What follows belongs to an exercise in optimizing a design on an open flow for small area, a short achievable clock period and few clock cycles; a production flow would make more cautious choices.
At most, simulation tests tie the RTL to the original design; equivalence was not proved.
No functional check of the RTL was part of runs 2, 3, 5 and 6.

==> design/flow/standard.sh <==
#!/bin/bash
# synth_recipe.tcl (not shown) runs the flow's synth.tcl, then flattens the netlist and writes it again
# the make line also repeats each setting of config.mk as NAME=value (left out here)
make -C /OpenROAD-flow-scripts/flow DESIGN_CONFIG=/design/flow/config.mk WORK_HOME=/design/flow/orfs CLKGATE_MAP_FILE= SYNTH_SCRIPT=/design/flow/synth_recipe.tcl "${@:-finish}"
==> design/flow/constraint.sdc <==
create_clock -name core_clock -period 10.0 [get_ports {clk}]
set_input_delay 2.0000 -clock core_clock [delete_from_list [all_inputs] [get_ports {clk}]]
set_output_delay 2.0000 -clock core_clock [all_outputs]
set_load 0.01 [all_outputs]
==> design/flow/flow/run.sh <==
#!/bin/bash
# The standard layout (standard.sh) with two repair settings changed:
#  - the port buffers are sky130_fd_sc_hd__buf_1 (buffer_ports picks
#    clkdlybuf4s50_1 by default, a slow delay cell);
set -euo pipefail
sed "s|CLKGATE_MAP_FILE= |CLKGATE_MAP_FILE= SETUP_SLACK_MARGIN=6.8 'BUFFER_PORTS_ARGS=-buffer_cell sky130_fd_sc_hd__buf_1' |" standard.sh > standard_tuned.sh
bash standard_tuned.sh > flow.log 2>&1
==> design/flow/config.mk <==
export PLATFORM = sky130hd
export DESIGN_NAME = draw_subsystem
export DESIGN_NICKNAME = draw_subsystem
export VERILOG_FILES = /design/flow/design.v
export SDC_FILE = /design/flow/constraint.sdc
export NUM_CORES = 4
export LEC_CHECK = 0
export CAP_MARGIN = 20
export CORE_MARGIN = 2
export CORE_UTILIZATION = 40
export CTS_CLUSTER_DIAMETER = 100
export CTS_CLUSTER_SIZE = 20
export SLEW_MARGIN = 20
==> design/flow/design.v <==
`timescale 1ns / 1ps
module line_drawer (
    input             clk,
    input             rst_,
    input      [51:0] in_op,
    input             in_rts,
    output            in_rtr,
    output            v_valid,
    output     [16:0] v_addr,
    output     [7:0]  v_mask,
    output     [11:0] v_col,
    input             v_take,
    output            busy
);
    localparam S_DIFF = 2'd1, S_ORDER = 2'd2, S_DRAW = 2'd3;
    reg        rdy;             
    reg        fin;             
    reg [1:0]  state;
    reg [9:0]  x1, x2;
    reg [7:0]  y1, y2;
    reg [11:0] col;
    reg        xgt, ygt;
    reg        xmaj, mdec;
    reg [7:0]  cnt, m;          
    wire signed [8:0] err  = x2[8:0];
    wire [7:0]        dmag = y2;
    reg        newgrp;          
    reg  nrdy_o;
    assign in_rtr = !nrdy_o;
    reg        gval, gclosed;
    reg [16:0] gaddr;
    reg [7:0]  gmask;
    wire drawing = !rdy && !fin && (state == S_DRAW);
    wire last    = (cnt == 8'd0);
    wire [7:0] pbit = 8'd1 << x1[2:0];
    wire load_new = !gval || (gclosed && v_take);
    wire pix_ok  = drawing && (load_new || (gval && !gclosed && !newgrp));
    wire [16:0] paddr = {1'b0, y1, 8'b0} - {5'b0, y1, 4'b0} + {9'b0, x1[9:3], 1'b0} + {10'b0, x1[9:3]};
    assign v_valid = gval && gclosed;
    assign v_addr  = gaddr;
    assign v_mask  = gmask;
    assign v_col   = col;        
    assign busy    = !rdy || gval;
    wire [10:0] ddx = {1'b0, x2} - {1'b0, x1};    
    wire [9:0]  ndx = x1 - x2;
    wire [8:0]  ddy = {1'b0, y2} - {1'b0, y1};    
    wire [7:0]  ndy = y1 - y2;
    wire [8:0]  mmc = {1'b0, m} - {1'b0, cnt};
    wire [8:0]  cmm = {1'b0, cnt} - {1'b0, m};
    wire        dxge = !cmm[8];
    wire       swp  = dxge ? xgt : ygt;
    always @(posedge clk or negedge rst_) begin
        if (!rst_) begin
            rdy   <= 1'b1;
            nrdy_o <= 1'b0;
            fin   <= 1'b0;
            state <= S_DIFF;
        end else begin
            if (fin) begin
                if (v_take) begin
                    fin    <= 1'b0;
                    rdy    <= 1'b1;
                    nrdy_o <= 1'b0;
                end
            end else if (rdy) begin
                if (in_rts) begin
                    rdy    <= 1'b0;
                    nrdy_o <= 1'b1;
                    state  <= S_DIFF;
                end
            end else begin
                case (state)
                    S_DIFF:  state <= S_ORDER;
                    S_ORDER: state <= S_DRAW;
                    default: if (pix_ok && last) fin <= 1'b1;
                endcase
            end
        end
    end
    always @(posedge clk) begin
        if (rdy) begin
            if (in_rts) begin
                x1  <= in_op[51:42];
                y1  <= in_op[39:32];
                x2  <= in_op[31:22];
                y2  <= in_op[19:12];
                col <= in_op[11:0];
            end
        end else begin
            case (state)
                S_DIFF: begin
                    xgt <= ddx[10];
                    ygt <= ddy[8];
                    cnt <= ddx[10] ? ndx[7:0] : ddx[7:0];
                    m   <= ddy[8] ? ndy : ddy[7:0];
                end
                S_ORDER: begin
                    xmaj <= dxge;
                    if (swp) begin
                        x1 <= x2;
                        y1 <= y2;
                    end
                    mdec <= swp ^ (dxge ? ygt : xgt);
                    if (!dxge) begin
                        cnt <= m;
                        m   <= cnt;
                    end
                    x2     <= {1'b0, dxge ? (mmc) : (cmm)};
                    y2     <= dxge ? cmm[7:0] : mmc[7:0];
                    newgrp <= 1'b1;
                end
                default: if (pix_ok && !last) begin
                    cnt <= cnt - 8'd1;
                    if (xmaj) begin
                        x1 <= x1 + 10'd1;
                        if (!err[8]) y1 <= mdec ? y1 - 8'd1 : y1 + 8'd1;
                    end else begin
                        y1 <= y1 + 8'd1;
                        if (!err[8]) x1 <= mdec ? x1 - 10'd1 : x1 + 10'd1;
                    end
                    x2[8:0] <= err[8] ? err + {1'b0, m} : err - {1'b0, dmag};
                    newgrp <= !xmaj || !err[8] || (x1[2:0] == 3'd7);
                end
            endcase
        end
    end
    always @(posedge clk or negedge rst_) begin
        if (!rst_) begin
            gval    <= 1'b0;
            gclosed <= 1'b0;
        end else begin
            if (pix_ok) begin
                gval    <= 1'b1;
                gclosed <= last;
            end else if (drawing && gval && !gclosed) begin
                gclosed <= 1'b1;             
            end else if (v_take) begin
                gval    <= 1'b0;
                gclosed <= 1'b0;
            end
        end
    end
    always @(posedge clk) begin
        if (pix_ok) begin
            if (load_new) begin
                gaddr <= paddr;
                gmask <= pbit;
            end else begin
                gmask <= gmask | pbit;
            end
        end
    end
endmodule
`timescale 1ns / 1ps
module circle_drawer (
    input             clk,
    input             rst_,
    input      [41:0] in_op,
    input             in_rts,
    output            in_rtr,
    output            v_valid,
    output     [16:0] v_addr,
    output     [7:0]  v_mask,
    output     [11:0] v_col,
    input             v_take,
    output            busy
);
    reg        rdy;             
    reg        fin;             
    reg        drawing;         
    reg [9:0]  x0;
    reg [8:0]  y0;
    reg [6:0]  r;
    reg [11:0] col;
    reg [2:0]  oct;
    reg [6:0]  cx, cy;          
    reg        skip;            
    reg signed [8:0] t;
    reg [9:0]  px;
    reg [8:0]  py;
    reg        newgrp;
    reg  nrdy_o;
    assign in_rtr = !nrdy_o;
    reg        gval, gclosed;
    reg [16:0] gaddr;
    reg [7:0]  gmask;
    wire draw_px = !rdy && !fin && drawing && !skip;
    wire [6:0] cyp1 = cy + 7'd1;
    wire [6:0] cxm1 = cx - 7'd1;
    wire lastpx  = (cx == cy) || (swap && cx == cyp1);
    wire last    = lastpx && (oct == 3'd7);
    wire [7:0] pbit = 8'd1 << px[2:0];
    wire load_new = !gval || (gclosed && v_take);
    wire pix_ok  = draw_px && (load_new || (gval && !gclosed && !newgrp));
    wire [16:0] paddr = {py, 8'b0} - {4'b0, py, 4'b0} + {9'b0, px[9:3], 1'b0} + {10'b0, px[9:3]};
    assign v_valid = gval && gclosed;
    assign v_addr  = gaddr;
    assign v_mask  = gmask;
    assign v_col   = col;        
    assign busy    = !rdy || gval;
    wire       swap = oct[0];
    wire       sxn  = oct[1];
    wire       syn  = oct[2];
    wire [9:0] sx0 = x0 + (({10{sxn}} ^ {3'b0, r}) & {10{!swap}}) + {9'b0, sxn && !swap};
    wire [8:0] sy0 = y0 + (({9{syn}} ^ {2'b0, r}) & {9{swap}}) + {8'b0, syn && swap};
    wire xdec  = !t[8];
    wire mv_x  = xdec ^ swap;
    wire mv_dn = mv_x ? (xdec ^ sxn) : (xdec ^ syn);
    always @(posedge clk or negedge rst_) begin
        if (!rst_) begin
            rdy     <= 1'b1;
            nrdy_o  <= 1'b0;
            fin     <= 1'b0;
            drawing <= 1'b0;
            oct     <= 3'd0;
        end else begin
            if (fin) begin
                if (v_take) begin
                    fin    <= 1'b0;
                    rdy    <= 1'b1;
                    nrdy_o <= 1'b0;
                end
            end else if (rdy) begin
                if (in_rts) begin
                    rdy     <= 1'b0;
                    nrdy_o  <= 1'b1;
                    drawing <= 1'b0;
                    oct     <= 3'd0;
                end
            end else if (!drawing) begin
                drawing <= 1'b1;
            end else if ((pix_ok || skip) && lastpx) begin
                drawing <= 1'b0;
                oct     <= oct + 3'd1;
                if (oct == 3'd7) fin <= 1'b1;
            end
        end
    end
    always @(posedge clk) begin
        if (rdy) begin
            if (in_rts) begin
                x0  <= in_op[41:32];
                y0  <= in_op[30:22];
                r   <= in_op[18:12];
                col <= in_op[11:0];
            end
        end else if (!drawing) begin
            cx <= r;
            cy <= 7'd0;
            t  <= 9'd1 - {2'b0, r};
            px <= sx0;
            py <= sy0;
            newgrp <= 1'b1;
            skip   <= !swap && syn;
        end else if ((pix_ok || skip) && !lastpx) begin
            skip <= 1'b0;
            t <= t + {xdec ? ~{1'b0, cxm1} : {1'b0, cyp1}, 1'b1} + {8'b0, xdec};
            if (xdec) cx <= cxm1;
            else      cy <= cyp1;
            if (mv_x) px <= mv_dn ? px - 10'd1 : px + 10'd1;
            else      py <= mv_dn ? py - 9'd1 : py + 9'd1;
            newgrp <= skip || !mv_x || (mv_dn ? (px[2:0] == 3'd0) : (px[2:0] == 3'd7));
        end
    end
    always @(posedge clk or negedge rst_) begin
        if (!rst_) begin
            gval    <= 1'b0;
            gclosed <= 1'b0;
        end else begin
            if (pix_ok) begin
                gval    <= 1'b1;
                gclosed <= last;
            end else if (draw_px && gval && !gclosed) begin
                gclosed <= 1'b1;
            end else if (v_take) begin
                gval    <= 1'b0;
                gclosed <= 1'b0;
            end
        end
    end
    always @(posedge clk) begin
        if (pix_ok) begin
            if (load_new) begin
                gaddr <= paddr;
                gmask <= pbit;
            end else begin
                gmask <= gmask | pbit;
            end
        end
    end
endmodule
`timescale 1ns / 1ps
module read_modify_write_engine (
    input             clk,
    input             rst_,
    input             l_valid,
    input      [16:0] l_addr,
    input      [7:0]  l_mask,
    input      [11:0] l_col,
    output            l_take,
    input             c_valid,
    input      [16:0] c_addr,
    input      [7:0]  c_mask,
    input      [11:0] c_col,
    output            c_take,
    output reg [16:0] mem_addr,
    output reg [3:0]  mem_wben,
    output reg [31:0] mem_wdata,
    input      [31:0] mem_rdata,
    output            busy
);
    reg        vval;         
    reg [2:0]  ph;           
    reg        vrd;          
    reg [7:0]  vmask;
    reg [11:0] vcol;
    reg        prio_c;
    reg        free;         
    wire pick_c = c_valid && (prio_c || !l_valid);
    assign c_take = free && pick_c;
    assign l_take = free && l_valid && !pick_c;
    wire take   = free && (l_valid || c_valid);
    wire [7:0]  smask = pick_c ? c_mask : l_mask;
    wire [11:0] scol  = pick_c ? c_col  : l_col;
    wire [16:0] sB    = pick_c ? c_addr : l_addr;
    wire        spart = (smask[0] ^ smask[1]) | (smask[2] ^ smask[3])
                      | (smask[4] ^ smask[5]) | (smask[6] ^ smask[7]);
    wire [3:0] wnib = (ph == 3'd2) ? vcol[11:8] : (ph == 3'd3) ? vcol[7:4] : vcol[3:0];
    function [3:0] bytes_of;
        input [7:0] m;
        bytes_of = {m[7] | m[6], m[5] | m[4], m[3] | m[2], m[1] | m[0]};
    endfunction
    function [31:0] merge;
        input [31:0] old;
        input [7:0]  m;
        input [3:0]  n;
        integer i;
        begin
            for (i = 0; i < 8; i = i + 1)
                merge[4*i +: 4] = m[i] ? n : old[4*i +: 4];
        end
    endfunction
    assign busy = vval;
    always @(posedge clk or negedge rst_) begin
        if (!rst_) begin
            vval     <= 1'b0;
            free     <= 1'b1;
            ph       <= 3'd0;
            prio_c   <= 1'b0;
            mem_wben <= 4'b0;
        end else begin
            free <= !take && (!vval || ph == 3'd4 || ph == 3'd5);
            if (take) begin
                vval     <= 1'b1;
                ph       <= spart ? 3'd0 : 3'd3;
                prio_c   <= !pick_c;
                mem_wben <= spart ? 4'b0 : bytes_of(smask);
            end else if (free) begin
                vval     <= 1'b0;
                mem_wben <= 4'b0;
            end else begin
                ph       <= ph + 3'd1;
                mem_wben <= (ph >= 3'd2) ? bytes_of(vmask) : 4'b0;
            end
        end
    end
    always @(posedge clk) begin
        if (take) begin
            vrd   <= spart;
            vmask <= smask;
            vcol  <= scol;
        end
        if (take)
            mem_addr <= sB;
        else
            mem_addr <= (ph == 3'd2) ? mem_addr - 17'd2 : mem_addr + 17'd1;
        mem_wdata <= merge(mem_rdata, take ? smask : vmask, take ? scol[11:8] : wnib);
    end
endmodule
`timescale 1ns / 1ps
module draw_subsystem(
    input               clk,
    input               rst_,
    input  [51:0]       line_op,
    input               line_rts,
    output              line_rtr,
    input  [41:0]       circle_op,
    input               circle_rts,
    output              circle_rtr,
    output [16:0]       mem_addr,
    output [3:0]        mem_wben,
    output [31:0]       mem_wdata,
    input  [31:0]       mem_rdata,
    output              idle
    );
    wire        l_valid, l_take, l_busy;
    wire [16:0] l_addr;
    wire [7:0]  l_mask;
    wire [11:0] l_col;
    wire        c_valid, c_take, c_busy;
    wire [16:0] c_addr;
    wire [7:0]  c_mask;
    wire [11:0] c_col;
    wire        m_busy;
    reg busy_q;
    assign idle = !busy_q;
    always @(posedge clk or negedge rst_) begin
        if (!rst_)
            busy_q <= 1'b0;
        else
            busy_q <= l_busy || c_busy || m_busy
                   || (line_rts && line_rtr) || (circle_rts && circle_rtr);
    end
    line_drawer ld (
        .clk(clk), .rst_(rst_),
        .in_op(line_op), .in_rts(line_rts), .in_rtr(line_rtr),
        .v_valid(l_valid), .v_addr(l_addr), .v_mask(l_mask), .v_col(l_col),
        .v_take(l_take), .busy(l_busy)
    );
    circle_drawer cd (
        .clk(clk), .rst_(rst_),
        .in_op(circle_op), .in_rts(circle_rts), .in_rtr(circle_rtr),
        .v_valid(c_valid), .v_addr(c_addr), .v_mask(c_mask), .v_col(c_col),
        .v_take(c_take), .busy(c_busy)
    );
    read_modify_write_engine rmw (
        .clk(clk), .rst_(rst_),
        .l_valid(l_valid), .l_addr(l_addr), .l_mask(l_mask), .l_col(l_col), .l_take(l_take),
        .c_valid(c_valid), .c_addr(c_addr), .c_mask(c_mask), .c_col(c_col), .c_take(c_take),
        .mem_addr(mem_addr), .mem_wben(mem_wben), .mem_wdata(mem_wdata), .mem_rdata(mem_rdata),
        .busy(m_busy)
    );
endmodule
==> results of run 1 <==
metal layers:
layer	track usage, %	wire (um)	vias up
li1	-	-	7493
met1	26.9	23900	7267
met2	31.1	23400	326
met3	2.51	2560	61
met4	5.45	1220	2
met5	0	12	-
sequential cells by signal (all words and copies together) (netlist names), 9 cells and up:
register       flops
cd.y0              9
rmw.mem_addr      17
ld.col            12
cd.col            12
cd.x0             10
rmw.mem_wdata     32
cd.py              9
ld.gaddr          17
rmw.vcol          12
cd.t               9
cd.px             10
cd.gaddr          17
ld.x1             10
ld.x2             10
what timing repair did:
| action | 4_1_cts | 5_1_grt |
|---|---|---|
| resized for setup | 46 | 37 |
| setup buffers | 16 | 24 |
| hold buffers | 0 | 0 |
| endpoints found under the setup margin | 117 | 96 |
| cloned | 1 | 3 |
| pin swaps | 5 | 12 |
logic make-up (layout without fill, tap and decap cells):
kind of cell | Yosys count | in the layout | share of synthesized area, %
buffers and inverters | 234 | 421 | 4.81
XOR/XNOR | 169 | 169 | 7.49
other | 0 | 1 | 0
flip-flops | 297 | 297 | 41.6
AND/OR/NAND/NOR | 572 | 573 | 13.5
AO/OA/AOI/OAI | 451 | 454 | 15.0
adder cells (fa/ha/maj) | 201 | 201 | 13.6
multiplexers | 76 | 76 | 3.99
layout make-up:
cell class              instances  area, um2
multi-input cells            1473      10800
diodes                          1       2.50
clock inverters                 3       33.8
well taps                     664        831
inverters                     161        617
repair buffers                226       1060
fillers                      4725      26700
flip-flops and latches        297       8250
clock buffers                  31        531
worst max path at each step:
stage | from | end | depth (start not counted)
final | ld.nrdy_o | line_rtr | 2
after CTS | cd.drawing | cd.py[6] | 8
after global placement | cd.drawing | cd.py[6] | 8
after floorplan | cd.oct[0] | cd.px[8] | 12
after global routing | cd.drawing | cd.cx[4] | 8
after detailed placement | cd.drawing | cd.py[6] | 8
placed cells by master, fill, tap and decap left out, drive strengths merged, types with 17 or more instances in the layout:
cell / n
a21o: 39
a21oi: 115
a31oi: 51
nand3: 32
and3: 21
nand2b: 17
clkbuf: 34
nand2: 201
edfxtp: 214
mux2i: 57
dfxtp: 56
nor2b: 32
xnor2: 106
ha: 179
mux2: 19
nor2: 149
xor2: 63
o21ai: 93
nor3: 36
o21a: 25
buf: 223
fa: 22
o211ai: 19
inv: 159
dfrtp: 23
critical path, cell delays in order (launching register included):
cell and delay, ns:
dfrtp_1 0.40, inv_2 0.09, buf_6 0.12
per-stage QoR:
step                      setup WS (ns)  util, %  hold WS, ns  instance area, um2
final                              6.84     45.4        0.512               22200
after global routing               6.75     45.4        0.543               22200
after CTS                          6.72     44.6        0.512               21800
after detailed placement           5.92     43.0        0.493               21000
after global placement             6.04     43.0        0.489               21000
after floorplan                    6.82        -        0.399               19800
==> qor.yml, run 1 <==
clock_network:
  cts_tree: "built"
  clock_sinks: 297
  clk-insertion-delay-late_ns: 0.55
  cts_made_buffers: 19
  cts_root_buf: "clkbuf_16"
  htree_num_levels: 1
  cts_max_path_buffers: 3
  clkSlewWorstSetupHoldPaths_ns: 0.09
job:
  maxCapViolations: 0
final_layout:
  area_growth_pct: 12.2
  fin_nets: 2509
  fin_cells: 2856
  drive_gt1_share_pct: 8.90
route:
  ant_nets: 0
  drt_first_pass_iters: 5
  routed_wl_um: 51100
  vias: 15100
  drc_errors: 0
  dr.first_iter.drc_count: 1000
  vias_per_cell: 5.30
  avgRoutedWirePerCell_um: 17.9
global_routing:
  grt_antenna_before_repair: 2
  grt_max_degree: 74
  grt_pass1_vias: 14700
  grt_usage_pct: 19.2
  grt_first_pass_wirelength_um: 78400
  overflow: 0
setup_path:
  r2r_cells: 10
  critPathMaxFanout: 3
  cp-end-kind: "output pin"
  critPathKind: "reg2out"
  r2r_start: "cd.cy[0]"
  rrSetupSlack_ns: 6.94
  cp-start-kind: "flop"
  required_ns: 8.00
  timing.rr.end: "cd.t[8]"
  worstPathArrival_ns: 1.16
sta:
  fmax_ghz: 0.317
  setup_viol: 0
  worst_slew_pin_slew_ns: 1.04
  fin_crit_ns: 3.16
  slew_violations: 0
  fin_crit_sh_pct: 31.6
  rsz0062_at_grt: "true"
  hold_viol: 0
  slew-limit-headroom_pct: 30.5
  finalSetupTns_ns: 0
  clock_skew_ns: 0.0418
place:
  port_buffers: 177
  hpwl_um: 37600
  dp_cells: 2777
  place_congestion: 0.862
synth:
  yosysTopAreaCellShare_pct: 32.5
  synth.avg_cell_area_um2: 9.88
  yosysMostFrequentCell: "edfxtp_1"
  synth_edf_count: 214
  yosysTopAreaCell: "edfxtp_1"
  ys_seq_area_share_pct: 41.6
  synth-main-ff-cell: "edfxtp_1"
  netlist_top_cells_area: "edfxtp_1 (33%), ha_1 (11%), dfxtp_1 (5.7%)"
  synth_cell_types: 78
  syn_inst: 2000
  yosys-top-cells-count: "edfxtp_1 (214), nand2_1 (201), ha_1 (179)"
  synth-seq-cells: 297
  netlist_area_um2: 19800
  yosys_warnings: 4
  synth_nets: 2331
  ys_async_sr_fraction_pct: 9.09
min_path:
  hold_class: "reg2reg"
  worstHoldStart: "rmw.vmask[4]"
  hold-path-endpoint: "rmw.mem_wben[2]"
  hold_depth: 2
floorplan:
  rows: 81
  die_h_um: 226
  initial_core_util_pct: 40.4
  coreArea_um2: 48800
  die_x_um: 226
  die_area_um2: 51200
  pin_count: 186
outcome:
  outcome: "no timing/DRC/antenna violations"
Testbench counts, summed over its fixed seeds: cycles 95,149.
==> inputs of run 2 (changes only) <==
--- a/design/flow/design.v
+++ b/design/flow/design.v
@@ -36,5 +36,7 @@
     wire load_new = !gval || (gclosed && v_take);
     wire pix_ok  = drawing && (load_new || (gval && !gclosed && !newgrp));
-    wire [16:0] paddr = {1'b0, y1, 8'b0} - {5'b0, y1, 4'b0} + {9'b0, x1[9:3], 1'b0} + {10'b0, x1[9:3]};
+    wire [7:0]  p3x   = {x1[9:3], 1'b0} + {1'b0, x1[9:3]};
+    wire [12:0] p15y  = {1'b0, y1, 4'b0} - {5'b0, y1};
+    wire [16:0] paddr = {p15y + {9'b0, p3x[7:4]}, p3x[3:0]};
     assign v_valid = gval && gclosed;
     assign v_addr  = gaddr;
@@ -193,5 +195,7 @@
     wire load_new = !gval || (gclosed && v_take);
     wire pix_ok  = draw_px && (load_new || (gval && !gclosed && !newgrp));
-    wire [16:0] paddr = {py, 8'b0} - {4'b0, py, 4'b0} + {9'b0, px[9:3], 1'b0} + {10'b0, px[9:3]};
+    wire [7:0]  p3x   = {px[9:3], 1'b0} + {1'b0, px[9:3]};
+    wire [12:0] p15y  = {py, 4'b0} - {4'b0, py};
+    wire [16:0] paddr = {p15y + {9'b0, p3x[7:4]}, p3x[3:0]};
     assign v_valid = gval && gclosed;
     assign v_addr  = gaddr;
==> qor.yml, run 2 <==
outcome:
  outcome: "no timing/DRC/antenna violations"
sta:
  fin_crit_ns: 3.45
  fin_hold_ws_ns: 0.507
  hold_viol: 0
  slew-limit-headroom_pct: 31.3
  fin_crit_sh_pct: 34.5
  setup_viol: 0
  clock_skew_ns: 0.0231
  worst_slew_pin_slew_ns: 1.03
  finalSetupTns_ns: 0
  slew_violations: 0
  rsz0062_at_grt: "true"
  fmax_ghz: 0.290
synth:
  synth_compound_area_share_pct: 15.4
  yosysTopAreaCellShare_pct: 33.1
  synth.avg_cell_area_um2: 9.64
  yosysMostFrequentCell: "nand2_1"
  synth-simple-area-share_pct: 14.2
  syn_inst: 2013
  yosys-top-cells-count: "nand2_1 (222), edfxtp_1 (214), nor2_1 (172)"
  synth_fa_ha_area_share_pct: 12.3
  synthMuxAreaShare_pct: 3.80
  yosys_warnings: 4
  netlist_area_um2: 19400
  synthXorXnorAreaFrac_pct: 7.40
  synth-seq-cells: 297
  synth_top_family_by_area: "compound AO/OA/AOI/OAI gates"
  ys_seq_area_share_pct: 42.4
  synth_edf_count: 214
  yosysTopAreaCell: "edfxtp_1"
  netlist_top_cells_area: "edfxtp_1 (33%), ha_1 (10%), dfxtp_1 (5.8%)"
  synth-main-ff-cell: "edfxtp_1"
  synth_nets: 2323
  ys_async_sr_fraction_pct: 9.09
  synth_cell_types: 83
global_routing:
  grt_max_degree: 61
  grt_pass1_vias: 14400
  overflow: 0
  grt_first_pass_wirelength_um: 79500
  grt_antenna_before_repair: 2
  grt_usage_pct: 19.9
floorplan:
  die_h_um: 224
  initial_core_util_pct: 40.6
  pin_count: 186
  coreArea_um2: 47800
  rows: 80
  die_x_um: 224
  die_area_um2: 50300
min_path:
  hold_class: "reg2reg"
final_layout:
  regMostFlops: "rmw.mem_wdata"
  design_area_um2: 22200
  drive_gt1_share_pct: 11.1
  final_core_util_pct: 46.4
  fin_nets: 2524
  final_cell_mix: "nand2_1 (221), edfxtp_1 (214), buf_1 (172)"
  area_growth_pct: 14.5
  num_antenna_cells: 0
  n_fill_cell: 4518
  final_common_cell: "nand2_1"
  largest_register_ffs: 32
setup_path:
  cp-end-kind: "flop"
  critPathKind: "reg2reg"
  crit_top_cell: "a21oi_2"
  cp-start-kind: "flop"
  cp_cell_sequence: "ha_2 -> inv_2 -> fa_2 -> inv_2 -> a21o_1 -> a21oi_2 -> o21bai_1 -> a21oi_2 -> xnor2_2 -> ha_1 -> a21oi_2 -> nor2b_1 -> o21a_1 -> o41ai_4 -> o21ai_1 -> xnor2_1"
  worstPathArrival_ns: 3.73
  critPathMaxFanout: 4
  critPathMaxStageDelay_ns: 0.48
  required_ns: 10.28
  crit_slowest_cell: "edfxtp_1"
job:
  maxCapViolations: 0
place:
  port_buffers: 177
  hpwl_um: 38200
  place_congestion: 0.894
  dpl_cell_area_um2: 20700
route:
  routed_wl_um: 51800
  avgRoutedWirePerCell_um: 18.2
  dr.first_iter.drc_count: 1074
  ant_nets: 0
  vias: 15400
  drt_first_pass_iters: 7
  vias_per_cell: 5.43
  drc_errors: 0
clock_network:
  ctsHoldBuffers: 0
  cts_root_buf: "clkbuf_16"
  clock_sinks: 297
  cts_tree: "built"
  cts_made_buffers: 19
  clkSlewWorstSetupHoldPaths_ns: 0.09
  htree_num_levels: 1
  cts_max_path_buffers: 3
  clk-insertion-delay-late_ns: 0.54
[run 2: timing repair]
item / CTS / global route
pin swaps: 27 / 26
setup buffers: 27 / 43
resized for setup: 75 / 65
endpoints found under the setup margin: 109 / 108
cloned: 1 / 0
[run 2: path summary, 6_finish.rpt]
kind	depth (start not counted)	slack, ns	end	startpoint
min in group asynchronous	1	1.52	rmw.mem_wben[0]	rst_
setup / recovery	16	6.55	cd.gaddr[14]	cd.px[4]
hold reg to reg	2	0.51	rmw.mem_wben[0]	rmw.vmask[0]
max in group asynchronous	1	7.88	cd.oct[2]	rst_
setup reg to reg	16	6.55	cd.gaddr[14]	cd.px[4]
hold / removal	2	0.51	rmw.mem_wben[0]	rmw.vmask[0]
[run 2: logic make-up after synthesis]
| kind of cell | count (synthesis) |
|---|---|
| simple gates | 603 |
| compound gates | 469 |
| flops | 297 |
| buf+inv | 229 |
| fa+ha+maj | 180 |
| xor+xnor | 164 |
| mux | 71 |
[run 2: layout make-up]
class / instances / area [um2] / share of cell area, %
well taps: 615 / 769 / 3.46
multi-input cells: 1488 / 10700 / 48.2
repair buffers: 259 / 1360 / 6.13
inverters: 149 / 567 / 2.55
flip-flops and latches: 297 / 8260 / 37.2
clock inverters: 3 / 36.3 / 0.163
clock buffers: 31 / 520 / 2.34
[run 2: through the flow]
stage | std cells | setup slack (ns)
final | 2842 | 6.55
after global routing | 2842 | 6.36
after CTS | 2799 | 6.52
after detailed placement | 2737 | 6.05
after global placement | 2737 | 6.11
after floorplan | 2013 | 6.75
[run 2: worst max-delay path, delay by kind of cell (launching register included)]
kind                     cells  cell delay (ns)
AO/OA/AOI/OAI                8             1.56
XOR/XNOR                     2             0.24
adder cells (fa/ha/maj)      3             0.77
buffers and inverters        2             0.08
flip-flops                   1             0.48
AND/OR/NAND/NOR              1             0.07
[run 2: layer usage]
metal | global-route usage (%) | vias up | part of all wire (%)
li1 | - | 7554 | -
met1 | 28.1 | 7405 | 46
met2 | 32.2 | 390 | 46
met3 | 2.95 | 65 | 5.4
met4 | 4.89 | 4 | 2.2
met5 | 0 | - | 0.064
==> inputs of run 3 (changes only) <==
==> design/flow/flow/run.sh (replaced) <==
#!/bin/bash
# The standard layout (standard.sh) with two repair settings changed:
#  - the port buffers are sky130_fd_sc_hd__buf_1 (buffer_ports picks
#    clkdlybuf4s50_1 by default, a slow delay cell);
set -euo pipefail
sed "s|CLKGATE_MAP_FILE= |CLKGATE_MAP_FILE= SETUP_SLACK_MARGIN=7 'BUFFER_PORTS_ARGS=-buffer_cell sky130_fd_sc_hd__buf_1' |" standard.sh > standard_tuned.sh
bash standard_tuned.sh > flow.log 2>&1
--- a/design/flow/config.mk
+++ b/design/flow/config.mk
@@ -12,2 +12,3 @@
 export CTS_CLUSTER_SIZE = 20
 export SLEW_MARGIN = 20
+export TNS_END_PERCENT = 10
==> qor.yml, run 3 <==
final_layout:
  fin_nets: 2494
  largest_register_ffs: 32
  area_growth_pct: 12.6
  fin_cells: 2812
  num_antenna_cells: 0
  final_cell_mix: "nand2_1 (221), edfxtp_1 (214), buf_1 (176)"
  design_area_um2: 21900
  regMostFlops: "rmw.mem_wdata"
  final_common_cell: "nand2_1"
  drive_gt1_share_pct: 8.15
clock_network:
  cts_made_buffers: 19
  clock_sinks: 297
  clkSlewWorstSetupHoldPaths_ns: 0.09
  htree_num_levels: 1
  cts_root_buf: "clkbuf_16"
  cts_tree: "built"
  cts_max_path_buffers: 3
  clk-insertion-delay-late_ns: 0.56
synth:
  netlist_top_cells_area: "edfxtp_1 (33%), ha_1 (10%), dfxtp_1 (5.8%)"
  synthMuxAreaShare_pct: 3.80
  synth_nets: 2323
  synth.avg_cell_area_um2: 9.64
  yosysTopAreaCell: "edfxtp_1"
  yosys_warnings: 4
  yosysTopAreaCellShare_pct: 33.1
  synth_fa_ha_area_share_pct: 12.3
  synth-seq-cells: 297
  synth_top_family_by_area: "compound AO/OA/AOI/OAI gates"
  synth_edf_count: 214
  ys_seq_area_share_pct: 42.4
  synth-simple-area-share_pct: 14.2
  yosysMostFrequentCell: "nand2_1"
  syn_inst: 2013
  synth_cell_types: 83
  ys_async_sr_fraction_pct: 9.09
  synthXorXnorAreaFrac_pct: 7.40
  yosys-top-cells-count: "nand2_1 (222), edfxtp_1 (214), nor2_1 (172)"
  synth-main-ff-cell: "edfxtp_1"
  netlist_area_um2: 19400
  synth_compound_area_share_pct: 15.4
place:
  place_congestion: 0.907
  dpl_cell_area_um2: 20700
  port_buffers: 177
  dp_cells: 2736
  hpwl_um: 37700
  detailedPlace.worstSlack_ns: 6.07
sta:
  clock_skew_ns: 0.0449
  fin_crit_ns: 3.36
  hold_viol: 0
  slew_violations: 0
  fmax_ghz: 0.297
  setup_ws_ns: 6.64
  fin_crit_sh_pct: 33.6
  worst_slew_pin_slew_ns: 1.07
  setup_viol: 0
  slew-limit-headroom_pct: 28.7
  fin_hold_ws_ns: 0.499
  rsz0062_at_grt: "true"
  finalSetupTns_ns: 0
setup_path:
  cp-end-kind: "flop"
  critPathKind: "reg2reg"
  critPathMaxFanout: 4
  worstPathArrival_ns: 3.66
  required_ns: 10.29
  cp-start-kind: "flop"
  timing.rr.end: "cd.gaddr[16]"
  rrSetupSlack_ns: 6.64
  r2r_start: "cd.px[4]"
  r2r_cells: 14
route:
  vias_per_cell: 5.36
  vias: 15100
  routed_wl_um: 50900
  drt_first_pass_iters: 5
  avgRoutedWirePerCell_um: 18.1
  drc_errors: 0
  dr.first_iter.drc_count: 1295
  ant_nets: 0
global_routing:
  grt_pass1_vias: 14600
  overflow: 0
  grt_first_pass_wirelength_um: 79300
  grt_max_degree: 61
  grt_usage_pct: 19.9
  grt_antenna_before_repair: 2
floorplan:
  rows: 80
  die_h_um: 224
  die_x_um: 224
  initial_core_util_pct: 40.6
  coreArea_um2: 47800
  pin_count: 186
  die_area_um2: 50300
min_path:
  hold_depth: 2
  hold-path-endpoint: "rmw.mem_wben[0]"
  worstHoldStart: "rmw.vmask[0]"
  hold_class: "reg2reg"
outcome:
  outcome: "no timing/DRC/antenna violations"
job:
  maxCapViolations: 0
-- run 3: cell counts after synthesis --
Identical to the previous run, type by type.
-- run 3: worst max-delay path by stage --
stage                     startpoint      endpoint  slack [ns]
after detailed placement    line_rts      ld.y1[1]        6.07
after CTS                   cd.px[4]  cd.gaddr[15]        6.61
final                       cd.px[4]  cd.gaddr[16]        6.64
after global placement      line_rts      ld.y1[0]        6.10
after floorplan             rmw.free      ld.x1[0]        6.68
after global routing        cd.px[4]  cd.gaddr[16]        6.45
-- run 3: kinds of logic after synthesis --
family          after synthesis
simple gates                603
compound gates              469
flops                       297
buf+inv                     229
fa+ha+maj                   180
xor+xnor                    164
mux                          71
-- run 3: per-layer routing --
layer | global-route usage (%) | routed length (um)
met1 | 28.1 | 24000
met2 | 31.9 | 23000
met3 | 2.78 | 2530
met4 | 5.60 | 1260
met5 | 0 | 22
-- run 3: worst max-delay path, stage by stage, from the launching register on --
cell and delay, ns:
edfxtp_1 0.48, ha_1 0.31, a21o_1 0.16, a21oi_2 0.17
xnor2_1 0.15, ha_2 0.20, inv_1 0.06, fa_2 0.37
a21o_1 0.18, a21oi_2 0.15, nor2b_1 0.06, o21a_1 0.21
o41ai_4 0.30, o21ai_1 0.14, xnor2_1 0.16
-- run 3: cell type report --
cell class                 instances  area (um2)
multi-input combinational       1488       10600
tap                              615         769
clock buffer                      31         552
timing repair buffer             229        1070
fill                            4507       26000
clock inverter                     3        30.0
inverter                         149         569
sequential                       297        8240
-- run 3: what timing repair did --
| action | 4_1_cts | 5_1_grt |
|---|---|---|
| cloned | 1 | 0 |
| hold buffers | 0 | 0 |
| gates resized for setup | 32 | 43 |
| pin swaps | 21 | 30 |
| buffers inserted | 25 | 15 |
| setup endpoints to repair | 194 | 199 |
| endpoints found under the hold margin | 0 | 0 |
-- run 3: per-stage QoR --
stage | utilization (%)
6_report | 45.7
5_1_grt | 45.7
4_1_cts | 45.0
3_5_place_dp | 43.2
3_3_place_gp | 43.2
2_1_floorplan | -
==> inputs of run 4 (changes only) <==
--- a/design/flow/design.v
+++ b/design/flow/design.v
@@ -36,7 +36,5 @@
     wire load_new = !gval || (gclosed && v_take);
     wire pix_ok  = drawing && (load_new || (gval && !gclosed && !newgrp));
-    wire [7:0]  p3x   = {x1[9:3], 1'b0} + {1'b0, x1[9:3]};
-    wire [12:0] p15y  = {1'b0, y1, 4'b0} - {5'b0, y1};
-    wire [16:0] paddr = {p15y + {9'b0, p3x[7:4]}, p3x[3:0]};
+    wire [16:0] paddr = {1'b0, y1, 8'b0} - {5'b0, y1, 4'b0} + {9'b0, x1[9:3], 1'b0} + {10'b0, x1[9:3]};
     assign v_valid = gval && gclosed;
     assign v_addr  = gaddr;
@@ -195,7 +193,5 @@
     wire load_new = !gval || (gclosed && v_take);
     wire pix_ok  = draw_px && (load_new || (gval && !gclosed && !newgrp));
-    wire [7:0]  p3x   = {px[9:3], 1'b0} + {1'b0, px[9:3]};
-    wire [12:0] p15y  = {py, 4'b0} - {4'b0, py};
-    wire [16:0] paddr = {p15y + {9'b0, p3x[7:4]}, p3x[3:0]};
+    wire [16:0] paddr = {py, 8'b0} - {4'b0, py, 4'b0} + {9'b0, px[9:3], 1'b0} + {10'b0, px[9:3]};
     assign v_valid = gval && gclosed;
     assign v_addr  = gaddr;
==> design/flow/flow/run.sh (replaced) <==
#!/bin/bash
# The standard layout (standard.sh) with two repair settings changed:
#  - the port buffers are sky130_fd_sc_hd__buf_2 (buffer_ports picks
#    clkdlybuf4s50_1 by default, a slow delay cell);
set -euo pipefail
sed "s|CLKGATE_MAP_FILE= |CLKGATE_MAP_FILE= SETUP_SLACK_MARGIN=6.8 'BUFFER_PORTS_ARGS=-buffer_cell sky130_fd_sc_hd__buf_2' |" standard.sh > standard_tuned.sh
bash standard_tuned.sh > flow.log 2>&1
--- a/design/flow/config.mk
+++ b/design/flow/config.mk
@@ -12,3 +12,2 @@
 export CTS_CLUSTER_SIZE = 20
 export SLEW_MARGIN = 20
-export TNS_END_PERCENT = 10
==> qor.yml, run 4 <==
outcome:
  outcome: "no timing/DRC/antenna violations"
synth:
  syn_inst: 2000
  netlist_area_um2: 19800
  netlist_top_cells_area: "edfxtp_1 (33%), ha_1 (11%), dfxtp_1 (5.7%)"
  yosysTopAreaCellShare_pct: 32.5
  ys_async_sr_fraction_pct: 9.09
  synth_cell_types: 78
  ys_seq_area_share_pct: 41.6
  yosysMostFrequentCell: "edfxtp_1"
  synth.avg_cell_area_um2: 9.88
  yosysTopAreaCell: "edfxtp_1"
  synth-seq-cells: 297
  synth-main-ff-cell: "edfxtp_1"
  synth_nets: 2331
  synth_edf_count: 214
  yosys_warnings: 4
  yosys-top-cells-count: "edfxtp_1 (214), nand2_1 (201), ha_1 (179)"
clock_network:
  htree_num_levels: 1
  cts_tree: "built"
  cts_made_buffers: 19
  clkSlewWorstSetupHoldPaths_ns: 0.09
  clock_sinks: 297
  cts_max_path_buffers: 3
  ctsHoldBuffers: 0
  clk-insertion-delay-late_ns: 0.55
  cts_root_buf: "clkbuf_16"
global_routing:
  grt_max_degree: 74
  grt_first_pass_wirelength_um: 78600
  grt_antenna_before_repair: 3
  grt_pass1_vias: 14500
  grt_usage_pct: 19.3
  overflow: 0
route:
  drt_first_pass_iters: 5
  vias: 15100
  ant_nets: 0
  vias_per_cell: 5.29
  routed_wl_um: 50700
  drc_errors: 0
  dr.first_iter.drc_count: 1005
  avgRoutedWirePerCell_um: 17.7
place:
  detailedPlace.worstSlack_ns: 5.90
  hpwl_um: 37800
  place_congestion: 0.875
  port_buffers: 177
setup_path:
  crit_slowest_cell: "dfrtp_1"
  cp-start-kind: "flop"
  critPathMaxStageDelay_ns: 0.42
  worstPathArrival_ns: 1.15
  path_buf_inv: 2
  critPathMaxFanout: 3
  critPathKind: "reg2out"
  cp_cell_sequence: "inv_2 -> buf_6"
  required_ns: 8.00
  crit_family: "flip-flops"
  cp-end-kind: "output pin"
floorplan:
  rows: 81
  initial_core_util_pct: 40.4
  die_h_um: 226
  coreArea_um2: 48800
  pin_count: 186
  die_x_um: 226
  die_area_um2: 51200
final_layout:
  final_cell_mix: "edfxtp_1 (214), nand2_1 (201), buf_2 (175)"
  final_common_cell: "edfxtp_1"
  drive_gt1_share_pct: 16.9
  largest_register_ffs: 32
  n_fill_cell: 4668
  area_growth_pct: 13.9
  fin_nets: 2514
  regMostFlops: "rmw.mem_wdata"
sta:
  clock_skew_ns: 0.0322
  hold_viol: 0
  fin_crit_sh_pct: 31.5
  setup_ws_ns: 6.85
  fin_hold_ws_ns: 0.504
  setup_viol: 0
  fmax_ghz: 0.318
  fin_crit_ns: 3.15
  worst_slew_pin_slew_ns: 0.990
  slew_violations: 0
  slew-limit-headroom_pct: 34.0
  finalSetupTns_ns: 0
  rsz0062_at_grt: "true"
min_path:
  hold_class: "reg2reg"
job:
  maxCapViolations: 0
-- run 4: changes by cell type after synthesis, sizes merged, moves of 11 or more --
cell | before | now
nor2 | 172 | 149
nand2 | 222 | 201
o21ai | 111 | 91
ha | 162 | 179
inv | 146 | 160
clkbuf | 62 | 49
xor2 | 52 | 63
-- run 4: final cells by class --
| cell class | count | area [um2] | area share (%) |
|---|---|---|---|
| clock inverters | 3 | 33.8 | 0.150 |
| diodes | 1 | 2.50 | 0.0111 |
| inverters | 161 | 616 | 2.74 |
| repair buffers | 233 | 1330 | 5.91 |
| multi-input cells | 1471 | 10900 | 48.5 |
| clock buffers | 31 | 531 | 2.36 |
| well taps | 664 | 831 | 3.69 |
| flip-flops and latches | 297 | 8250 | 36.7 |
-- run 4: path summary, 6_finish.rpt --
path,from,end,slack (ns),depth (start not counted)
worst min register to register,rmw.vmask[0],rmw.mem_wben[0],0.50,2
max in group asynchronous,rst_,cd.oct[2],8.03,1
min in group asynchronous,rst_,cd.oct[1],1.48,1
worst min-delay path,rmw.vmask[0],rmw.mem_wben[0],0.50,2
worst max-delay path,cd.nrdy_o,circle_rtr,6.85,2
worst max register to register,cd.oct[0],cd.py[7],6.90,14
-- run 4: worst min-delay path, stage by stage, from the launching register on --
cell     delay, ns
dfxtp_1       0.32
nor2_1        0.08
o22ai_1       0.07
-- run 4: cell families (layout without fill, tap and decap cells) --
kind of cell / after synthesis / count (layout) / share of synthesized area, %
muxes: 76 / 76 / 3.99
and+or+nand+nor: 572 / 572 / 13.5
other: 0 / 1 / 0
DFF: 297 / 297 / 41.6
xor gates and xnor gates: 169 / 169 / 7.49
AOI/OAI and AO/OA: 451 / 453 / 15.0
buffers and inverters: 234 / 428 / 4.81
adders and majority gates: 201 / 201 / 13.6
-- run 4: metal layers --
metal,global-route usage [%],up-vias,share of wire [%]
met5,0,-,0.041
met4,4.73,4,2.0
met3,2.46,45,4.9
met2,31.9,320,46
met1,26.8,7257,47
li1,-,7506,-
-- run 4: timing repair --
item,CTS,global route
gates resized for setup,36,48
cloned,1,1
pin swaps,6,9
hold endpoints to repair,0,0
setup buffers,19,27
setup endpoints to repair,116,94
-- run 4: through the flow --
stage	cells	cell area, um2	utilization, %
after CTS	2831	22100	45.1
after global routing	2860	22500	46.0
after floorplan	2000	19800	-
after global placement	2777	21200	43.4
final	2861	22500	46.0
after detailed placement	2777	21200	43.4
Testbench counts of run 4, summed over its fixed seeds: cycles 95,149.
==> inputs of run 5 (changes only) <==
--- a/design/flow/design.v
+++ b/design/flow/design.v
@@ -7,5 +7,5 @@
     output            in_rtr,
     output            v_valid,
-    output     [16:0] v_addr,
+    output     [15:0] v_grp,        
     output     [7:0]  v_mask,
     output     [11:0] v_col,
@@ -29,5 +29,5 @@
     assign in_rtr = !nrdy_o;
     reg        gval, gclosed;
-    reg [16:0] gaddr;
+    reg [15:0] ggrp;
     reg [7:0]  gmask;
     wire drawing = !rdy && !fin && (state == S_DRAW);
@@ -36,7 +36,6 @@
     wire load_new = !gval || (gclosed && v_take);
     wire pix_ok  = drawing && (load_new || (gval && !gclosed && !newgrp));
-    wire [16:0] paddr = {1'b0, y1, 8'b0} - {5'b0, y1, 4'b0} + {9'b0, x1[9:3], 1'b0} + {10'b0, x1[9:3]};
     assign v_valid = gval && gclosed;
-    assign v_addr  = gaddr;
+    assign v_grp   = ggrp;
     assign v_mask  = gmask;
     assign v_col   = col;        
@@ -144,5 +143,5 @@
         if (pix_ok) begin
             if (load_new) begin
-                gaddr <= paddr;
+                ggrp  <= {1'b0, y1, x1[9:3]};
                 gmask <= pbit;
             end else begin
@@ -160,5 +159,5 @@
     output            in_rtr,
     output            v_valid,
-    output     [16:0] v_addr,
+    output     [15:0] v_grp,        
     output     [7:0]  v_mask,
     output     [11:0] v_col,
@@ -183,5 +182,5 @@
     assign in_rtr = !nrdy_o;
     reg        gval, gclosed;
-    reg [16:0] gaddr;
+    reg [15:0] ggrp;
     reg [7:0]  gmask;
     wire draw_px = !rdy && !fin && drawing && !skip;
@@ -193,7 +192,6 @@
     wire load_new = !gval || (gclosed && v_take);
     wire pix_ok  = draw_px && (load_new || (gval && !gclosed && !newgrp));
-    wire [16:0] paddr = {py, 8'b0} - {4'b0, py, 4'b0} + {9'b0, px[9:3], 1'b0} + {10'b0, px[9:3]};
     assign v_valid = gval && gclosed;
-    assign v_addr  = gaddr;
+    assign v_grp   = ggrp;
     assign v_mask  = gmask;
     assign v_col   = col;        
@@ -282,5 +280,5 @@
         if (pix_ok) begin
             if (load_new) begin
-                gaddr <= paddr;
+                ggrp  <= {py, px[9:3]};
                 gmask <= pbit;
             end else begin
@@ -295,10 +293,10 @@
     input             rst_,
     input             l_valid,
-    input      [16:0] l_addr,
+    input      [15:0] l_grp,
     input      [7:0]  l_mask,
     input      [11:0] l_col,
     output            l_take,
     input             c_valid,
-    input      [16:0] c_addr,
+    input      [15:0] c_grp,
     input      [7:0]  c_mask,
     input      [11:0] c_col,
@@ -323,5 +321,8 @@
     wire [7:0]  smask = pick_c ? c_mask : l_mask;
     wire [11:0] scol  = pick_c ? c_col  : l_col;
-    wire [16:0] sB    = pick_c ? c_addr : l_addr;
+    wire [15:0] sg    = pick_c ? c_grp : l_grp;
+    wire [8:0]  sy    = sg[15:7];
+    wire [6:0]  sxg   = sg[6:0];
+    wire [16:0] sB    = {sy, 8'b0} - {4'b0, sy, 4'b0} + {9'b0, sxg, 1'b0} + {10'b0, sxg};
     wire        spart = (smask[0] ^ smask[1]) | (smask[2] ^ smask[3])
                       | (smask[4] ^ smask[5]) | (smask[6] ^ smask[7]);
@@ -395,9 +396,9 @@
     );
     wire        l_valid, l_take, l_busy;
-    wire [16:0] l_addr;
+    wire [15:0] l_grp;
     wire [7:0]  l_mask;
     wire [11:0] l_col;
     wire        c_valid, c_take, c_busy;
-    wire [16:0] c_addr;
+    wire [15:0] c_grp;
     wire [7:0]  c_mask;
     wire [11:0] c_col;
@@ -415,5 +416,5 @@
         .clk(clk), .rst_(rst_),
         .in_op(line_op), .in_rts(line_rts), .in_rtr(line_rtr),
-        .v_valid(l_valid), .v_addr(l_addr), .v_mask(l_mask), .v_col(l_col),
+        .v_valid(l_valid), .v_grp(l_grp), .v_mask(l_mask), .v_col(l_col),
         .v_take(l_take), .busy(l_busy)
     );
@@ -421,11 +422,11 @@
         .clk(clk), .rst_(rst_),
         .in_op(circle_op), .in_rts(circle_rts), .in_rtr(circle_rtr),
-        .v_valid(c_valid), .v_addr(c_addr), .v_mask(c_mask), .v_col(c_col),
+        .v_valid(c_valid), .v_grp(c_grp), .v_mask(c_mask), .v_col(c_col),
         .v_take(c_take), .busy(c_busy)
     );
     read_modify_write_engine rmw (
         .clk(clk), .rst_(rst_),
-        .l_valid(l_valid), .l_addr(l_addr), .l_mask(l_mask), .l_col(l_col), .l_take(l_take),
-        .c_valid(c_valid), .c_addr(c_addr), .c_mask(c_mask), .c_col(c_col), .c_take(c_take),
+        .l_valid(l_valid), .l_grp(l_grp), .l_mask(l_mask), .l_col(l_col), .l_take(l_take),
+        .c_valid(c_valid), .c_grp(c_grp), .c_mask(c_mask), .c_col(c_col), .c_take(c_take),
         .mem_addr(mem_addr), .mem_wben(mem_wben), .mem_wdata(mem_wdata), .mem_rdata(mem_rdata),
         .busy(m_busy)
==> design/flow/flow/run.sh (replaced) <==
#!/bin/bash
# The standard layout (standard.sh) with two repair settings changed:
#  - the port buffers are sky130_fd_sc_hd__buf_1 (buffer_ports picks
#    clkdlybuf4s50_1 by default, a slow delay cell);
set -euo pipefail
sed "s|CLKGATE_MAP_FILE= |CLKGATE_MAP_FILE= SETUP_SLACK_MARGIN=7 'BUFFER_PORTS_ARGS=-buffer_cell sky130_fd_sc_hd__buf_1' |" standard.sh > standard_tuned.sh
bash standard_tuned.sh > flow.log 2>&1
--- a/design/flow/config.mk
+++ b/design/flow/config.mk
@@ -12,2 +12,3 @@
 export CTS_CLUSTER_SIZE = 20
 export SLEW_MARGIN = 20
+export TNS_END_PERCENT = 10
==> qor.yml, run 5 <==
final_layout:
  final_cell_mix: "edfxtp_1 (211), buf_1 (176), nand2_1 (153)"
  multi_input_area_um2: 9900
  reg_top3: "rmw.mem_wdata: 32 flops, rmw.mem_addr: 17 flops, cd.ggrp: 16 flops"
  seq_area_um2: 8160
  fin_nets: 2311
  drive_gt1_share_pct: 11.6
  final_common_cell: "edfxtp_1"
  regMostFlops: "rmw.mem_wdata"
  largest_register_ffs: 32
  n_fill_cell: 4291
  area_growth_pct: 14.4
floorplan:
  die_area_um2: 47800
  rows: 78
  coreArea_um2: 45400
  die_h_um: 219
  pin_count: 186
  initial_core_util_pct: 40.6
  die_x_um: 219
global_routing:
  grt_max_degree: 78
  grt_usage_pct: 19.6
  grt_antenna_before_repair: 2
  grt_first_pass_wirelength_um: 74600
  overflow: 0
  grt_pass1_vias: 13900
route:
  vias_per_cell: 5.39
  routed_wl_um: 48200
  avgRoutedWirePerCell_um: 18.4
  drt_first_pass_iters: 5
  vias: 14200
  ant_nets: 0
  dr.first_iter.drc_count: 1139
  drc_errors: 0
sta:
  finalSetupTns_ns: 0
  fin_crit_ns: 3.30
  fmax_ghz: 0.303
  rsz0062_at_grt: "true"
  setup_viol: 0
  fin_crit_sh_pct: 33.0
  hold_viol: 0
  worst_slew_pin_slew_ns: 1.06
  fin_hold_ws_ns: 0.425
  clock_skew_ns: 0.0273
  slew_violations: 0
  slew-limit-headroom_pct: 29.6
synth:
  netlist_top_cells_area: "edfxtp_1 (34%), ha_1 (10%), dfxtp_1 (6.1%)"
  synth-simple-area-share_pct: 11.5
  synth_fa_ha_area_share_pct: 12.0
  ys_async_sr_fraction_pct: 9.18
  ys_seq_area_share_pct: 44.2
  netlist_area_um2: 18400
  synth-seq-cells: 294
  synth_cell_types: 72
  syn_inst: 1819
  yosys-top-cells-count: "edfxtp_1 (211), nand2_1 (154), ha_1 (150)"
  synthMuxAreaShare_pct: 5.44
  synth_top_family_by_area: "compound AO/OA/AOI/OAI gates"
  synth.avg_cell_area_um2: 10.1
  synthXorXnorAreaFrac_pct: 7.56
  synth_nets: 2116
  yosys_warnings: 4
  synth_edf_count: 211
  yosysMostFrequentCell: "edfxtp_1"
  synth-main-ff-cell: "edfxtp_1"
  synth_compound_area_share_pct: 15.1
  yosysTopAreaCell: "edfxtp_1"
  yosysTopAreaCellShare_pct: 34.4
clock_network:
  cts_max_path_buffers: 3
  ctsHoldBuffers: 0
  cts_made_buffers: 19
  cts_root_buf: "clkbuf_16"
  clock_sinks: 294
  clkSlewWorstSetupHoldPaths_ns: 0.10
  cts_tree: "built"
  htree_num_levels: 1
  clk-insertion-delay-late_ns: 0.54
setup_path:
  critPathKind: "reg2reg"
  r2r_cells: 15
  worstPathArrival_ns: 3.72
  critPathMaxFanout: 7
  required_ns: 10.42
  cp-start-kind: "flop"
  cp-end-kind: "flop"
min_path:
  hold_class: "reg2reg"
  hold_depth: 1
job:
  maxCapViolations: 0
place:
  port_buffers: 177
  place_congestion: 0.893
  hpwl_um: 35600
outcome:
  outcome: "no timing/DRC/antenna violations"
==> run 5: cell types whose count changed after synthesis, sizes merged, moves of 9 or more <==
cell / change
nand2: -47
inv: -36
ha: -29
o21ai: +21
mux2: +14
nand3: -14
nor2b: -11
a31oi: -9
nor3: -9
==> run 5: stage by stage <==
stage | area, um2 | utilization, % | instances | worst slack [ns]
floorplan | 18500 | - | 1819 | 6.65
global placement | 19700 | 43.4 | 2531 | 5.78
detailed placement | 19700 | 43.4 | 2531 | 5.70
CTS | 20600 | 45.3 | 2587 | 6.74
global route | 21100 | 46.4 | 2627 | 6.56
finish | 21100 | 46.4 | 2627 | 6.70
==> run 5: cell families after synthesis <==
kind of cell             count (synthesis)
AND/OR/NAND/NOR                        460
AO/OA/AOI/OAI                          442
XOR/XNOR                               159
adder cells (fa/ha/maj)                167
buffers and inverters                  201
flip-flops                             294
multiplexers                            96
==> run 5: layer usage <==
layer	up-vias	wire length, um	global-route usage, %
li1	6897	-	-
met1	6801	22500	27.6
met2	405	22100	32.0
met3	60	2530	2.02
met4	2	1090	5.65
met5	-	13	0
==> run 5: area by class of cell <==
class	count	share of cell area [%]
Clock inverter	5	0.220
Timing Repair Buffer	248	5.82
Sequential cell	294	38.7
Tap cell	600	3.56
Multi-Input combinational cell	1325	47.0
Inverter	126	2.27
Antenna cell	1	0.0119
Clock buffer	28	2.42
==> run 5: what timing repair did <==
item | 4_1_cts | 5_1_grt
setup buffers | 23 | 38
gates resized for setup | 36 | 58
setup endpoints to repair | 192 | 181
pin swaps | 8 | 22
cloned | 0 | 1
==> run 5: worst paths after layout <==
kind / endpoint / slack [ns] / start
max in group asynchronous: cd.oct[1] / 7.86 / rst_
worst max register to register: rmw.mem_addr[15] / 6.70 / ld.gval
worst min register to register: rmw.free / 0.43 / rmw.vval
worst min-delay path: rmw.free / 0.43 / rmw.vval
worst max-delay path: rmw.mem_addr[15] / 6.70 / ld.gval
min in group asynchronous: rmw.ph[2] / 1.54 / rst_
==> run 5: worst max-delay path, stage by stage (launching register included) <==
cell	delay [ns]
dfrtp_1	0.42
nand2_2	0.10
nor2_2	0.05
nor2_4	0.16
buf_6	0.17
mux2_4	0.33
fa_1	0.58
ha_4	0.23
a21oi_4	0.16
o21ai_2	0.08
a21oi_2	0.20
buf_4	0.14
o21ai_1	0.08
a41oi_2	0.19
xor2_1	0.21
a21oi_1	0.08
==> inputs of run 6 (changes only) <==
==> design/flow/flow/run.sh (replaced) <==
#!/bin/bash
# The standard layout (standard.sh) with two repair settings changed:
#  - the port buffers are sky130_fd_sc_hd__buf_1 (buffer_ports picks
#    clkdlybuf4s50_1 by default, a slow delay cell);
set -euo pipefail
sed "s|CLKGATE_MAP_FILE= |CLKGATE_MAP_FILE= SETUP_SLACK_MARGIN=6.8 'BUFFER_PORTS_ARGS=-buffer_cell sky130_fd_sc_hd__buf_1' |" standard.sh > standard_tuned.sh
bash standard_tuned.sh > flow.log 2>&1
--- a/design/flow/config.mk
+++ b/design/flow/config.mk
@@ -12,3 +12,2 @@
 export CTS_CLUSTER_SIZE = 20
 export SLEW_MARGIN = 20
-export TNS_END_PERCENT = 10
==> qor.yml, run 6 <==
setup_path:
  r2r_start: "ld.gval"
  required_ns: 10.41
  critPathMaxFanout: 8
  cp-start-kind: "flop"
  worstPathArrival_ns: 3.61
  critPathKind: "reg2reg"
  crit_start: "ld.gval"
  cp-end-kind: "flop"
sta:
  rsz0062_at_grt: "true"
  fin_crit_sh_pct: 32.0
  setup_viol: 0
  slew-limit-headroom_pct: 28.5
  setup_ws_ns: 6.80
  clock_skew_ns: 0.0245
  slew_violations: 0
  finalSetupTns_ns: 0
  hold_viol: 0
  fin_crit_ns: 3.20
  worst_slew_pin_slew_ns: 1.07
  fmax_ghz: 0.312
final_layout:
  fin_cells: 2618
  num_antenna_cells: 0
  largest_register_ffs: 32
  multi_input_area_um2: 9970
  reg_top3: "rmw.mem_wdata: 32 flops, rmw.mem_addr: 17 flops, cd.ggrp: 16 flops"
  final_cell_mix: "edfxtp_1 (211), buf_1 (168), nand2_1 (151)"
  n_fill_cell: 4294
  final_common_cell: "edfxtp_1"
  drive_gt1_share_pct: 12.1
  seq_area_um2: 8160
  fin_nets: 2303
  area_growth_pct: 14.9
  regMostFlops: "rmw.mem_wdata"
  design_area_um2: 21200
synth:
  yosys-top-cells-count: "edfxtp_1 (211), nand2_1 (154), ha_1 (150)"
  netlist_area_um2: 18400
  synth_cell_types: 72
  synth_top_family_by_area: "compound AO/OA/AOI/OAI gates"
  synthXorXnorAreaFrac_pct: 7.56
  synth_compound_area_share_pct: 15.1
  synth_fa_ha_area_share_pct: 12.0
  ys_seq_area_share_pct: 44.2
  yosysTopAreaCell: "edfxtp_1"
  synthMuxAreaShare_pct: 5.44
  yosysMostFrequentCell: "edfxtp_1"
  synth_nets: 2116
  synth-simple-area-share_pct: 11.5
  netlist_top_cells_area: "edfxtp_1 (34%), ha_1 (10%), dfxtp_1 (6.1%)"
  synth-seq-cells: 294
  yosys_warnings: 4
  synth_edf_count: 211
  synth.avg_cell_area_um2: 10.1
  yosysTopAreaCellShare_pct: 34.4
  syn_inst: 1819
  synth-main-ff-cell: "edfxtp_1"
  ys_async_sr_fraction_pct: 9.18
clock_network:
  ctsHoldBuffers: 0
  clk-insertion-delay-late_ns: 0.54
  cts_tree: "built"
  cts_made_buffers: 19
  clkSlewWorstSetupHoldPaths_ns: 0.09
  htree_num_levels: 1
  cts_root_buf: "clkbuf_16"
  clock_sinks: 294
  cts_max_path_buffers: 3
global_routing:
  grt_usage_pct: 19.4
  grt_max_degree: 78
  grt_antenna_before_repair: 1
  grt_pass1_vias: 13700
  overflow: 0
  grt_first_pass_wirelength_um: 74000
min_path:
  worstHoldStart: "rmw.vval"
  hold_class: "reg2reg"
place:
  dp_cells: 2531
  detailedPlace.worstSlack_ns: 5.30
  dpl_cell_area_um2: 19700
  hpwl_um: 35400
  place_congestion: 0.876
  port_buffers: 177
route:
  dr.first_iter.drc_count: 1009
  vias: 14000
  routed_wl_um: 47400
  drt_first_pass_iters: 5
  drc_errors: 0
  ant_nets: 0
  avgRoutedWirePerCell_um: 18.1
  vias_per_cell: 5.34
floorplan:
  rows: 78
  initial_core_util_pct: 40.6
  die_h_um: 219
  coreArea_um2: 45400
  die_x_um: 219
  die_area_um2: 47800
  pin_count: 186
job:
  maxCapViolations: 0
outcome:
  outcome: "no timing/DRC/antenna violations"
-- run 6: cell families (layout without fill, tap and decap cells) --
| kind of cell | after synthesis | after routing |
|---|---|---|
| and+or+nand+nor | 460 | 460 |
| muxes | 96 | 96 |
| buffers and inverters | 201 | 400 |
| AOI/OAI and AO/OA | 442 | 442 |
| xor gates and xnor gates | 159 | 159 |
| adders and majority gates | 167 | 167 |
| DFF | 294 | 294 |
-- run 6: final timing paths --
check                                        end  cells after the start  slack [ns]
worst max-delay path            rmw.mem_addr[14]                     15        6.80
max in group asynchronous              cd.oct[0]                      1        7.87
worst min register to register          rmw.free                      1        0.42
worst min-delay path                    rmw.free                      1        0.42
min in group asynchronous        rmw.mem_wben[2]                      1        1.54
worst max register to register  rmw.mem_addr[14]                     15        6.80
-- run 6: metal layers --
layer / vias to the layer above / global-route usage [%] / share of wire, %
met5: - / 0 / 0.030
li1: 6874 / - / -
met2: 367 / 31.9 / 46
met1: 6674 / 27.1 / 46
met4: 2 / 4.44 / 1.8
met3: 51 / 2.57 / 6.1
-- run 6: repair_timing --
action | CTS | global route
pin swaps | 14 | 24
hold endpoints to repair | 0 | 0
setup endpoints to repair | 124 | 42
resized for setup | 64 | 72
buffers inserted | 25 | 29
-- run 6: area by class of cell --
type,count,area share (%)
Multi-Input combinational cell,1324,47.1
Sequential cell,294,38.6
Timing Repair Buffer,241,5.86
Tap cell,600,3.55
Clock buffer,30,2.49
Inverter,126,2.26
Clock inverter,3,0.154
-- run 6: through the flow --
stage               hold WS, ns  utilization, %
floorplan                 0.385               -
global placement          0.397            43.4
detailed placement        0.406            43.4
CTS                       0.419            45.5
global route              0.440            46.6
finish                    0.416            46.6
-- run 6: critical path: stages, from the launching register on --
cell and delay (ns):
dfrtp_1 0.40, nand2_2 0.11, nor2_4 0.05, nor2_4 0.11
buf_12 0.14, mux2_4 0.33, fa_1 0.59, ha_4 0.23
a21oi_4 0.17, buf_6 0.13, nand2_4 0.04, o21ai_4 0.20
a21oi_2 0.10, o21ai_1 0.16, xor2_1 0.22, mux2i_1 0.10

## re-timing with driven ports
No port has a modelled driver above. Below, the same layouts with a new extraction and two added sets of constraints.
Step 1: set_driving_cell puts a clkbuf_16 on clk and a buf_2 on each other input, an assumption about the parent block.
Step 2 moves the port delays by t, midway between the first and last clock arrival at a register: inputs arrive t later, outputs are due t later. That takes back most of the time a late clock gives input paths.
Slacks: no drivers / after step 1 / after step 2; pairs: no drivers / after step 1.
| run | t (ns) | setup WS [ns] | hold slack, ns |
|---|---|---|---|
| run 1 | 0.591 | 6.843 / 6.786 / 6.309 | 0.512 / 0.512 / 0.512 |
| run 2 | 0.589 | 6.548 / 6.548 / 6.311 | 0.507 / 0.507 / 0.507 |
| run 3 | 0.593 | 6.638 / 6.629 / 6.332 | 0.499 / 0.499 / 0.499 |
| run 4 | 0.592 | 6.852 / 6.795 / 6.386 | 0.504 / 0.504 / 0.504 |
| run 5 | 0.583 | 6.703 / 6.703 / 6.444 | 0.425 / 0.425 / 0.425 |
| run 6 | 0.580 | 6.795 / 6.775 / 6.375 | 0.416 / 0.416 / 0.416 |
After both steps setup and hold are still met in every run listed. For run 1, which loses most, drivers alone change the setup slack by -0.057 ns; drivers and shift together by -0.534 ns.
